From an optimization exercise on the open Yosys and OpenROAD flow, aimed at small area and a short achievable clock period; shortcuts taken in it are not production practice.
Where RTL was checked, it was by simulation tests only, not by an equivalence proof against the original.
Power is estimated from default activity; no workload was simulated.

==> run a <==
## combine_decoder
module combine_decoder (data, start, clk, reset, 
                        version, IHL, type_of_ser, 
                        total_length, identification, flag, frag_offset,
                        time_to_live, protocol, src_ip, dest_ip,
                        len_ip_out, data_ip_out, wr_en_ip, ok_ip, fin_ip,
                        src_port_tcp, dest_port_tcp, seq_num, ack_num,
                        f_urg, f_ack, f_psh, f_rst, f_syn, f_fin, 
                        window, urg_ptr, option_av, mss, scale_wnd,
                        sack_nbr, sack_n0, sack_n1, sack_n2, sack_n3,
                        time_stp, option_err, len_tcp_data, data_tcp_out,
                        wr_en_tcp, ok_tcp, fin_tcp,
                        dest_port_udp, src_port_udp, len_udp_data, data_udp_out,
                        wr_en_udp, ok_udp, fin_udp, ok, fin);
clock: 35.0 ns
lec_check: 0
cap_margin: 20
core_margin: 2
core_utilization: 30
place_density: 0.45
slew_margin: 20
standard.sh (not shown) runs the stock make flow with config.mk's settings and CLKGATE_MAP_FILE= SYNTH_SCRIPT=/design/flow/synth_recipe.tcl, a recipe that flattens the netlist after the stock synthesis.
==> flow/flow/run.sh <==
#!/bin/bash
# Standard ORFS layout, but the port buffers are the smallest plain buffer
# (sky130_fd_sc_hd__buf_1) instead of the delay cell buffer_ports picks.
set -euo pipefail
bash standard.sh BUFFER_PORTS_ARGS="-buffer_cell sky130_fd_sc_hd__buf_1" finish > make_finish.log 2>&1
==> run b: changes against run a <==
--- a/flow/design.v
+++ b/flow/design.v
@@ -1,14 +1,15 @@
-module output_shift_byte_counter (clk, reset, data, pos, b_left,
+module output_shift_byte_counter (clk, reset, data, pos, ext_av4, b_left,
                                   av0, av2, av3, av4, av5, av8,
                                   e2, e3, e4, e5, e8, unk,
                                   mss, scale_wnd, sack_nbr, sack, time_stp, err_set);
   input clk, reset;
   input [31:0] data;
   input [2:0] pos;
+  input ext_av4;
   output reg [5:0] b_left;
   output reg av0, av2, av3, av4, av5, av8;
   output reg e2, e3, e4, e5, e8, unk;
   output reg [15:0] mss;
   output reg [7:0] scale_wnd;
   output reg [2:0] sack_nbr;
   output reg [255:0] sack;      
@@ -149,23 +150,23 @@
   wire set_e3 = at_len & K3 & (lenb != 8'd3);
   wire set_e4 = at_len & K4 & (lenb != 8'd2);
   wire set_e8 = at_len & K8 & (lenb != 8'd10);
   wire set_e5 = len_k5 & (lenb != 8'd10) & (lenb != 8'd18) & (lenb != 8'd26) & (lenb != 8'd34);
   assign err_set = to_unk | set_e2 | set_e3 | set_e4 | set_e5 | set_e8;
   always @(posedge clk) begin
     if (reset | to_unk) unk <= ~reset;
-    if (reset | set_e2) e2 <= ~reset;
-    if (reset | set_e3) e3 <= ~reset;
-    if (reset | set_e4) e4 <= ~reset;
-    if (reset | set_e5) e5 <= ~reset;
-    if (reset | set_e8) e8 <= ~reset;
+    if (reset | set_e2 | to_unk) e2 <= ~reset;
+    if (reset | set_e3 | to_unk) e3 <= ~reset;
+    if (reset | set_e4 | to_unk) e4 <= ~reset;
+    if (reset | set_e5 | to_unk) e5 <= ~reset;
+    if (reset | set_e8 | to_unk) e8 <= ~reset;
     if (reset | (st & nk0)) av0 <= ~reset;
     if (reset | (st & nk2)) av2 <= ~reset;
     if (reset | (st & nk3)) av3 <= ~reset;
-    if (reset | (st & nk4)) av4 <= ~reset;
+    if (reset | (st & nk4) | ext_av4) av4 <= ~reset;
     if (reset | (st & nk5)) av5 <= ~reset;
     if (reset | (st & nk8)) av8 <= ~reset;
   end
 endmodule
 module TCP_option_decoder (data, clk, reset,
                            option_av, mss, scale_wnd,
                            sack_nbr, sack_n0, sack_n1, sack_n2, sack_n3,
@@ -219,39 +220,36 @@
   end
   wire [5:0] s1_a = pos0_a[2] ? 6'd4 :
                     (kb0 == 8'd3) ? {3'd0, pos0_a} + 6'd3 :
                     (kb0 == 8'd4) ? {3'd0, pos0_a} + 6'd2 : 6'd4;
   wire [2:0] pos0 = bz1 ? pos0_a : first_from(det, fix1 ? 6'd3 : b_left_1);
   wire [2:0] pos1 = bz0 ? first_from(det, s1_a) : first_from(det, fix0 ? 6'd3 : b_left_0);
   wire enable_fix = (~bz0 & bz1 & fix0) | (bz0 & ~bz1 & fix1);
-  reg opt4_av;
-  always @(posedge clk)
-    if (reset | enable_fix) opt4_av <= ~reset;
   wire a0_0, a2_0, a3_0, a4_0, a5_0, a8_0, e2_0, e3_0, e4_0, e5_0, e8_0, u_0;
   wire a0_1, a2_1, a3_1, a4_1, a5_1, a8_1, e2_1, e3_1, e4_1, e5_1, e8_1, u_1;
   wire [15:0] mss_0, mss_1;
   wire [7:0] sw_0, sw_1;
   wire [2:0] nbr_0, nbr_1;
   wire [255:0] sack_0, sack_1;
   wire [63:0] ts_0, ts_1;
   wire es_0, es_1;
-  output_shift_byte_counter decoder0 (.clk(clk), .reset(reset), .data(data), .pos(pos0),
+  output_shift_byte_counter decoder0 (.clk(clk), .reset(reset), .data(data), .pos(pos0), .ext_av4(enable_fix),
     .b_left(b_left_0), .av0(a0_0), .av2(a2_0), .av3(a3_0), .av4(a4_0), .av5(a5_0), .av8(a8_0),
     .e2(e2_0), .e3(e3_0), .e4(e4_0), .e5(e5_0), .e8(e8_0), .unk(u_0),
     .mss(mss_0), .scale_wnd(sw_0), .sack_nbr(nbr_0), .sack(sack_0), .time_stp(ts_0), .err_set(es_0));
-  output_shift_byte_counter decoder1 (.clk(clk), .reset(reset), .data(data), .pos(pos1),
+  output_shift_byte_counter decoder1 (.clk(clk), .reset(reset), .data(data), .pos(pos1), .ext_av4(1'b0),
     .b_left(b_left_1), .av0(a0_1), .av2(a2_1), .av3(a3_1), .av4(a4_1), .av5(a5_1), .av8(a8_1),
     .e2(e2_1), .e3(e3_1), .e4(e4_1), .e5(e5_1), .e8(e8_1), .unk(u_1),
     .mss(mss_1), .scale_wnd(sw_1), .sack_nbr(nbr_1), .sack(sack_1), .time_stp(ts_1), .err_set(es_1));
   wire u = u_0 | u_1;
   assign av0 = a0_0 | a0_1;
-  assign option_av = {a8_0 | a8_1, 2'b00, a5_0 | a5_1, a4_0 | a4_1 | opt4_av,
+  assign option_av = {a8_0 | a8_1, 2'b00, a5_0 | a5_1, a4_0 | a4_1,
                       a3_0 | a3_1, a2_0 | a2_1, 1'b0, av0};
-  assign option_err = {e8_0 | e8_1 | u, u, u, e5_0 | e5_1 | u, e4_0 | e4_1 | u,
-                       e3_0 | e3_1 | u, e2_0 | e2_1 | u, u, u};
+  assign option_err = {e8_0 | e8_1, u, u, e5_0 | e5_1, e4_0 | e4_1,
+                       e3_0 | e3_1, e2_0 | e2_1, u, u};
   assign mss = mss_0 | mss_1;
   assign scale_wnd = sw_0 | sw_1;
   assign sack_nbr = nbr_0 | nbr_1;
   wire [255:0] sack = sack_0 | sack_1;
   assign sack_n0 = sack[255:192];
   assign sack_n1 = sack[191:128];
   assign sack_n2 = sack[127:64];
@@ -259,15 +257,15 @@
   assign time_stp = ts_0 | ts_1;
   assign err_any_nx = (|option_err) | es_0 | es_1;
 endmodule
 module IP_decoder (data, start, clk, reset,
                    version, IHL, type_of_ser, total_length, identification, flag,
                    frag_offset, time_to_live, protocol, src_ip, dest_ip,
                    len_out, data_out, wr_en, ok, fin,
-                   s_r3, s_r4, s_r5, dq, n_fin, ok_nx);
+                   s_r2, s_r3, s_r4, s_r5, dq, n_fin, ok_nx);
   input [31:0] data;
   input start;
   input clk;
   input reset;
   output reg [3:0] version;
   output reg [3:0] IHL;
   output reg [7:0] type_of_ser;
@@ -276,23 +274,23 @@
   output reg [2:0] flag;
   output reg [12:0] frag_offset;
   output reg [7:0] time_to_live;
   output reg [7:0] protocol;
   output reg [31:0] src_ip;
   output reg [31:0] dest_ip;
   output reg [15:0] len_out;
-  output reg [31:0] data_out;
+  output [31:0] data_out;
   output wr_en;
   output reg ok;
   output fin;
-  output reg s_r3, s_r4, s_r5;
+  output reg s_r2, s_r3, s_r4, s_r5;
   output reg [31:0] dq;
   output n_fin;
   output ok_nx;
-  reg s_idle, s_r1, s_r2, s_opt, s_data, s_fin;
+  reg s_idle, s_r1, s_opt, s_data, s_fin;
   reg [13:0] bl_hi;
   reg bl_lo;
   reg [3:0] owl;
   wire bl_nz = (|bl_hi) | bl_lo;
   wire hdr_end = s_r5 | s_opt;
   wire owl_nz = |owl;
   wire n_r1 = s_idle & start;
@@ -348,16 +346,15 @@
     if (reset | s_r2) begin
       time_to_live <= dg[31:24];
       protocol <= data[23:16] | {8{reset}};
     end
     if (reset | s_r3) src_ip <= dg;
     if (reset | s_r4) dest_ip <= dg;
   end
-  always @(posedge clk)
-    data_out <= (n_data & ~reset) ? data : 32'd0;
+  assign data_out = dq & {32{s_data}};
   always @(posedge clk) dq <= data;
   reg [17:0] acc;
   wire acc_en = s_r1 | s_r2 | s_r3 | s_r4 | s_r5 | s_opt;
   wire [17:0] acc_sum = {2'b00, acc[15:0]} + {16'd0, acc[17:16]} +
                         {2'b00, dq[31:16]} + {2'b00, dq[15:0]};
   wire [17:0] acc_d = acc_en ? acc_sum : acc;
   assign ok_nx = n_fin & ((acc_d == 18'h0FFFF) | (acc_d == 18'h1FFFE) | (acc_d == 18'h2FFFD));
@@ -474,15 +471,18 @@
   wire [17:0] acc_d = acc_en ? acc_sum : acc;
   assign l4ok_nx = (acc_d == 18'h00000) | (acc_d == 18'h0FFFF) |
                    (acc_d == 18'h1FFFE) | (acc_d == 18'h2FFFD);
   always @(posedge clk)
     if (reset) acc <= 18'd0;
     else acc <= acc_d;
   wire av0;
-  wire [31:0] opt_data = (n_opt & ~av0) ? data : 32'h0101_0101;
+  reg opt_q;
+  always @(posedge clk)
+    opt_q <= ~reset & ((l_r4 & (doff != 4'd5)) | (n_opt & (owl != 4'd1)));
+  wire [31:0] opt_data = (opt_q & ~av0) ? data : 32'h0101_0101;
   TCP_option_decoder opt (.data(opt_data), .clk(clk), .reset(reset),
     .option_av(option_av), .mss(mss), .scale_wnd(scale_wnd), .sack_nbr(sack_nbr),
     .sack_n0(sack_n0), .sack_n1(sack_n1), .sack_n2(sack_n2), .sack_n3(sack_n3),
     .time_stp(time_stp), .option_err(option_err), .av0(av0), .err_any_nx(err_any_nx));
 endmodule
 module combine_decoder (data, start, clk, reset, 
                         version, IHL, type_of_ser, 
@@ -541,26 +541,26 @@
   output [15:0] len_udp_data;
   output [31:0] data_udp_out;
   output wr_en_udp;
   output ok_udp;
   output fin_udp;
   output ok;
   output fin;
-  wire s_r3, s_r4, s_r5;
+  wire s_r2, s_r3, s_r4, s_r5;
   wire [31:0] dq;
   wire ip_n_fin, ip_ok_nx;
   IP_decoder ip_d
   (.data(data), .start(start), .clk(clk), .reset(reset),
    .version(version), .IHL(IHL), .type_of_ser(type_of_ser),
    .total_length(total_length), .identification(identification), .flag(flag),
    .frag_offset(frag_offset), .time_to_live(time_to_live),
    .protocol(protocol), .src_ip(src_ip), .dest_ip(dest_ip),
    .len_out(len_ip_out), .data_out(data_ip_out),
    .wr_en(wr_en_ip), .ok(ok_ip), .fin(fin_ip),
-   .s_r3(s_r3), .s_r4(s_r4), .s_r5(s_r5), .dq(dq), .n_fin(ip_n_fin), .ok_nx(ip_ok_nx));
+   .s_r2(s_r2), .s_r3(s_r3), .s_r4(s_r4), .s_r5(s_r5), .dq(dq), .n_fin(ip_n_fin), .ok_nx(ip_ok_nx));
   reg is_tcp, is_udp;
   always @(posedge clk) begin
     if (reset) begin
       is_tcp <= 1'b0;
       is_udp <= 1'b0;
     end else if (s_r3) begin
       is_tcp <= (protocol == 8'd6);
@@ -580,35 +580,55 @@
    .ports(ports), .seq_num(seq_num), .ack_num(ack_num), .flags(flags),
    .window(window), .urg_ptr(urg_ptr), .len_data(len_l4), .data_l4(data_l4),
    .wr_en(wr_l4), .fin(fin_l4), .n_fin(l4_n_fin), .l4ok_nx(l4ok_nx), .no_ck(no_ck),
    .option_av(option_av), .mss(mss), .scale_wnd(scale_wnd), .sack_nbr(sack_nbr),
    .sack_n0(sack_n0), .sack_n1(sack_n1), .sack_n2(sack_n2), .sack_n3(sack_n3),
    .time_stp(time_stp), .option_err(option_err), .err_any_nx(err_any_nx));
   assign {f_urg, f_ack, f_psh, f_rst, f_syn, f_fin} = flags;
-  assign src_port_tcp = ports[31:16] & {16{is_tcp}};
-  assign dest_port_tcp = ports[15:0] & {16{is_tcp}};
-  assign src_port_udp = ports[31:16] & {16{is_udp}};
-  assign dest_port_udp = ports[15:0] & {16{is_udp}};
-  assign len_tcp_data = len_l4 & {16{is_tcp}};
-  assign len_udp_data = len_l4 & {16{is_udp}};
-  assign data_tcp_out = data_l4 & {32{is_tcp}};
-  assign data_udp_out = data_l4 & {32{is_udp}};
-  assign wr_en_tcp = wr_l4 & is_tcp;
-  assign wr_en_udp = wr_l4 & is_udp;
-  assign fin_tcp = fin_l4 & is_tcp;
-  assign fin_udp = fin_l4 & is_udp;
-  wire ok_tcp_nx = l4_n_fin & is_tcp & l4ok_nx & ~err_any_nx;
+  reg [3:0] gt, gu;
+  always @(posedge clk) begin
+    if (reset | s_r2) begin
+      gt[0] <= ~reset & (data[23:16] == 8'd6);
+      gu[0] <= ~reset & (data[23:16] == 8'd17);
+    end
+    if (reset | s_r3) begin
+      gt[1] <= ~reset & (protocol == 8'd6);
+      gu[1] <= ~reset & (protocol == 8'd17);
+    end
+    if (reset | s_r4) begin
+      gt[2] <= ~reset & (protocol == 8'd6);
+      gu[2] <= ~reset & (protocol == 8'd17);
+    end
+    if (reset | s_r5) begin
+      gt[3] <= ~reset & (protocol == 8'd6);
+      gu[3] <= ~reset & (protocol == 8'd17);
+    end
+  end
+  assign src_port_tcp = ports[31:16] & {16{gt[0]}};
+  assign dest_port_tcp = ports[15:0] & {16{gt[1]}};
+  assign src_port_udp = ports[31:16] & {16{gu[0]}};
+  assign dest_port_udp = ports[15:0] & {16{gu[1]}};
+  assign len_tcp_data = len_l4 & {16{gt[2]}};
+  assign len_udp_data = len_l4 & {16{gu[2]}};
+  assign data_tcp_out = data_l4 & {32{gt[3]}};
+  assign data_udp_out = data_l4 & {32{gu[3]}};
+  assign wr_en_tcp = wr_l4 & gt[2];
+  assign wr_en_udp = wr_l4 & gu[2];
+  assign fin_tcp = fin_l4 & gt[1];
+  assign fin_udp = fin_l4 & gu[1];
+  wire ok_tcp_nx = l4_n_fin & is_tcp & l4ok_nx;
   wire ok_udp_nx = l4_n_fin & is_udp & (no_ck | l4ok_nx);
   wire ok_nx = ip_ok_nx & (~is_tcp | ok_tcp_nx) & (~is_udp | ok_udp_nx);
   wire fin_nx = ip_n_fin & (~(is_tcp | is_udp) | l4_n_fin);
-  reg ok_tcp_r, ok_udp_r, ok_r, fin_r;
+  reg ok_tcp_r, ok_udp_r, ok_r, fin_r, kill;
   always @(posedge clk) begin
     ok_tcp_r <= ~reset & ok_tcp_nx;
     ok_udp_r <= ~reset & ok_udp_nx;
     ok_r <= ~reset & ok_nx;
     fin_r <= ~reset & fin_nx;
+    kill <= ~reset & is_tcp & err_any_nx;
   end
-  assign ok_tcp = ok_tcp_r;
+  assign ok_tcp = ok_tcp_r & ~kill;
   assign ok_udp = ok_udp_r;
-  assign ok = ok_r;
+  assign ok = ok_r & ~kill;
   assign fin = fin_r;
 endmodule
==> flow/flow/run.sh (replaced) <==
#!/bin/bash
# The standard ORFS layout with three changes: the port buffers are the
# plain sky130_fd_sc_hd__buf_1 (buffer_ports otherwise picks a delay cell),
# clock tree sinks are clustered by up to 24 within 60 um under clkbuf_16
# without dummy loads, and the timing repair after CTS and global routing aims
# at a setup slack of 25.8 ns instead of 0, so the longest paths get sized and
# buffered.  Each make run's full output goes to its own log here; the tools'
# own logs are under orfs/logs.
set -euo pipefail
V=("BUFFER_PORTS_ARGS=-buffer_cell sky130_fd_sc_hd__buf_1"
   "CTS_ARGS=-sink_clustering_enable -repair_clock_nets -dont_use_dummy_load -sink_clustering_size 24 -sink_clustering_max_diameter 60 -buf_list sky130_fd_sc_hd__clkbuf_16")
bash standard.sh "${V[@]}" place > make_place.log 2>&1
bash standard.sh "${V[@]}" SETUP_SLACK_MARGIN=25.8 finish > make_finish.log 2>&1
==> flow/config.mk (replaced) <==
export PLATFORM = sky130hd
export DESIGN_NAME = combine_decoder
export DESIGN_NICKNAME = combine_decoder
export VERILOG_FILES = /design/flow/design.v
export SDC_FILE = /design/flow/constraint.sdc
export NUM_CORES = 4
export LEC_CHECK = 0
export CAP_MARGIN = 20
export CORE_MARGIN = 2
export CORE_UTILIZATION = 50
export PLACE_DENSITY = 0.6
export SLEW_MARGIN = 20
==> run c: changes against run a <==
==> flow/run.sh (new file) <==
#!/bin/bash
# synth_recipe.tcl (not shown) runs the flow's synth.tcl, then flattens the netlist and writes it again
# the make line also repeats each setting of config.mk as NAME=value (left out here)
make -C /OpenROAD-flow-scripts/flow DESIGN_CONFIG=/design/flow/config.mk WORK_HOME=/design/flow/orfs CLKGATE_MAP_FILE= SYNTH_SCRIPT=/design/flow/synth_recipe.tcl finish
removed: flow/flow/run.sh
removed: flow/standard.sh
==> comparison table <==
quantity	run c	run a	run b
Result of the run	finished clean	finished clean	finished clean
Antenna Diode Count	5	7	4
Synthesized instance count	4,354	4,354	4,291
Post-synthesis sequential element count	1,261	1,261	1,238
Detail Placement HPWL	167,000 um	166,000 um	150,000 um
Starting density of the core	0.302	0.302	0.502
Slowest CP cell	sky130_fd_sc_hd__clkdlybuf4s50_1	sky130_fd_sc_hd__or3_1	sky130_fd_sc_hd__a211oi_2
Mean cell area of the mapped netlist	12.7 um2	12.7 um2	12.7 um2
Die Area	188,000 um2	188,000 um2	112,000 um2
Post-placement worst setup slack	24.70 ns	25.06 ns	24.78 ns
GPL Wtd Cong	0.962	0.943	0.967
Skew final	0.0555 ns	0.0415 ns	0.105 ns
Final-layout clock-cell area share	0.0671	0.0739	0.0369
First DRT Iteration DRCs	4,702	4,295	5,014
Post-place instance area	67,100 um2	61,700 um2	59,800 um2
Net switching fraction of the power	0.271	0.277	0.275
Compound-Gate Fraction of Synth Area	0.0788	0.0788	0.0898
Yosys top cell area share	0.592	0.592	0.604
Worst Setup Start Kind	flip-flop	flip-flop	input port
Met2 track utilization from global routing	0.379	0.371	0.533
P_sw	1.03 mW	1.05 mW	0.870 mW
Sequential cell area share	0.502	0.542	0.573
Pre-Repair DR Iteration Count	14	12	8
Part of the power in registers	0.463	0.465	0.550
Post-synthesis share of cell area spent on full adders, half adders and majority gates	0.0348	0.0348	0.0348
Share of cells above drive strength 1	0.153	0.153	0.141
Fin area	72,000 um2	66,700 um2	62,400 um2
For run a and run c, only the layout was checked, not whether the RTL still works.

-- afterwards: timing with drivers on the ports --
How much do the figures lean on ideal ports? The routed layouts below were timed once more, with nothing changed but the port constraints. Step 1 (the two cells are an assumption about what drives the block):
set clk [get_ports {clk}]
set_driving_cell -lib_cell sky130_fd_sc_hd__clkbuf_16 $clk
set_driving_cell -lib_cell sky130_fd_sc_hd__buf_2 [delete_from_list [all_inputs] $clk]
Step 2 adds t to the input delays and takes it off the output delays; t is the mean of the earliest and latest rising clock arrival at the registers after step 1. Input paths then give back, and output paths get back, about the clock's delay inside the block. Slacks: ideal ports / drivers / drivers and shift; pairs: ideal ports / drivers.
run | shift t [ns] | setup slack, ns | hold slack, ns | worst setup path after step 2 | slew at the worst register clock pin (ns)
run a | 0.870 | 25.575 / 25.492 / 25.068 | 0.441 / 0.441 / 0.441 | input to register | 0.07 / 0.07
run b | 0.737 | 25.769 / 25.741 / 25.089 | 0.472 / 0.472 / 0.472 | input to register | 0.09 / 0.09
run c | 0.864 | 25.254 / 25.173 / 24.698 | 0.449 / 0.449 / 0.449 | input to register | 0.07 / 0.07
After both steps setup and hold are still met in every run listed. For run b, which loses most, drivers alone change the setup slack by -0.028 ns; drivers and shift together by -0.680 ns.
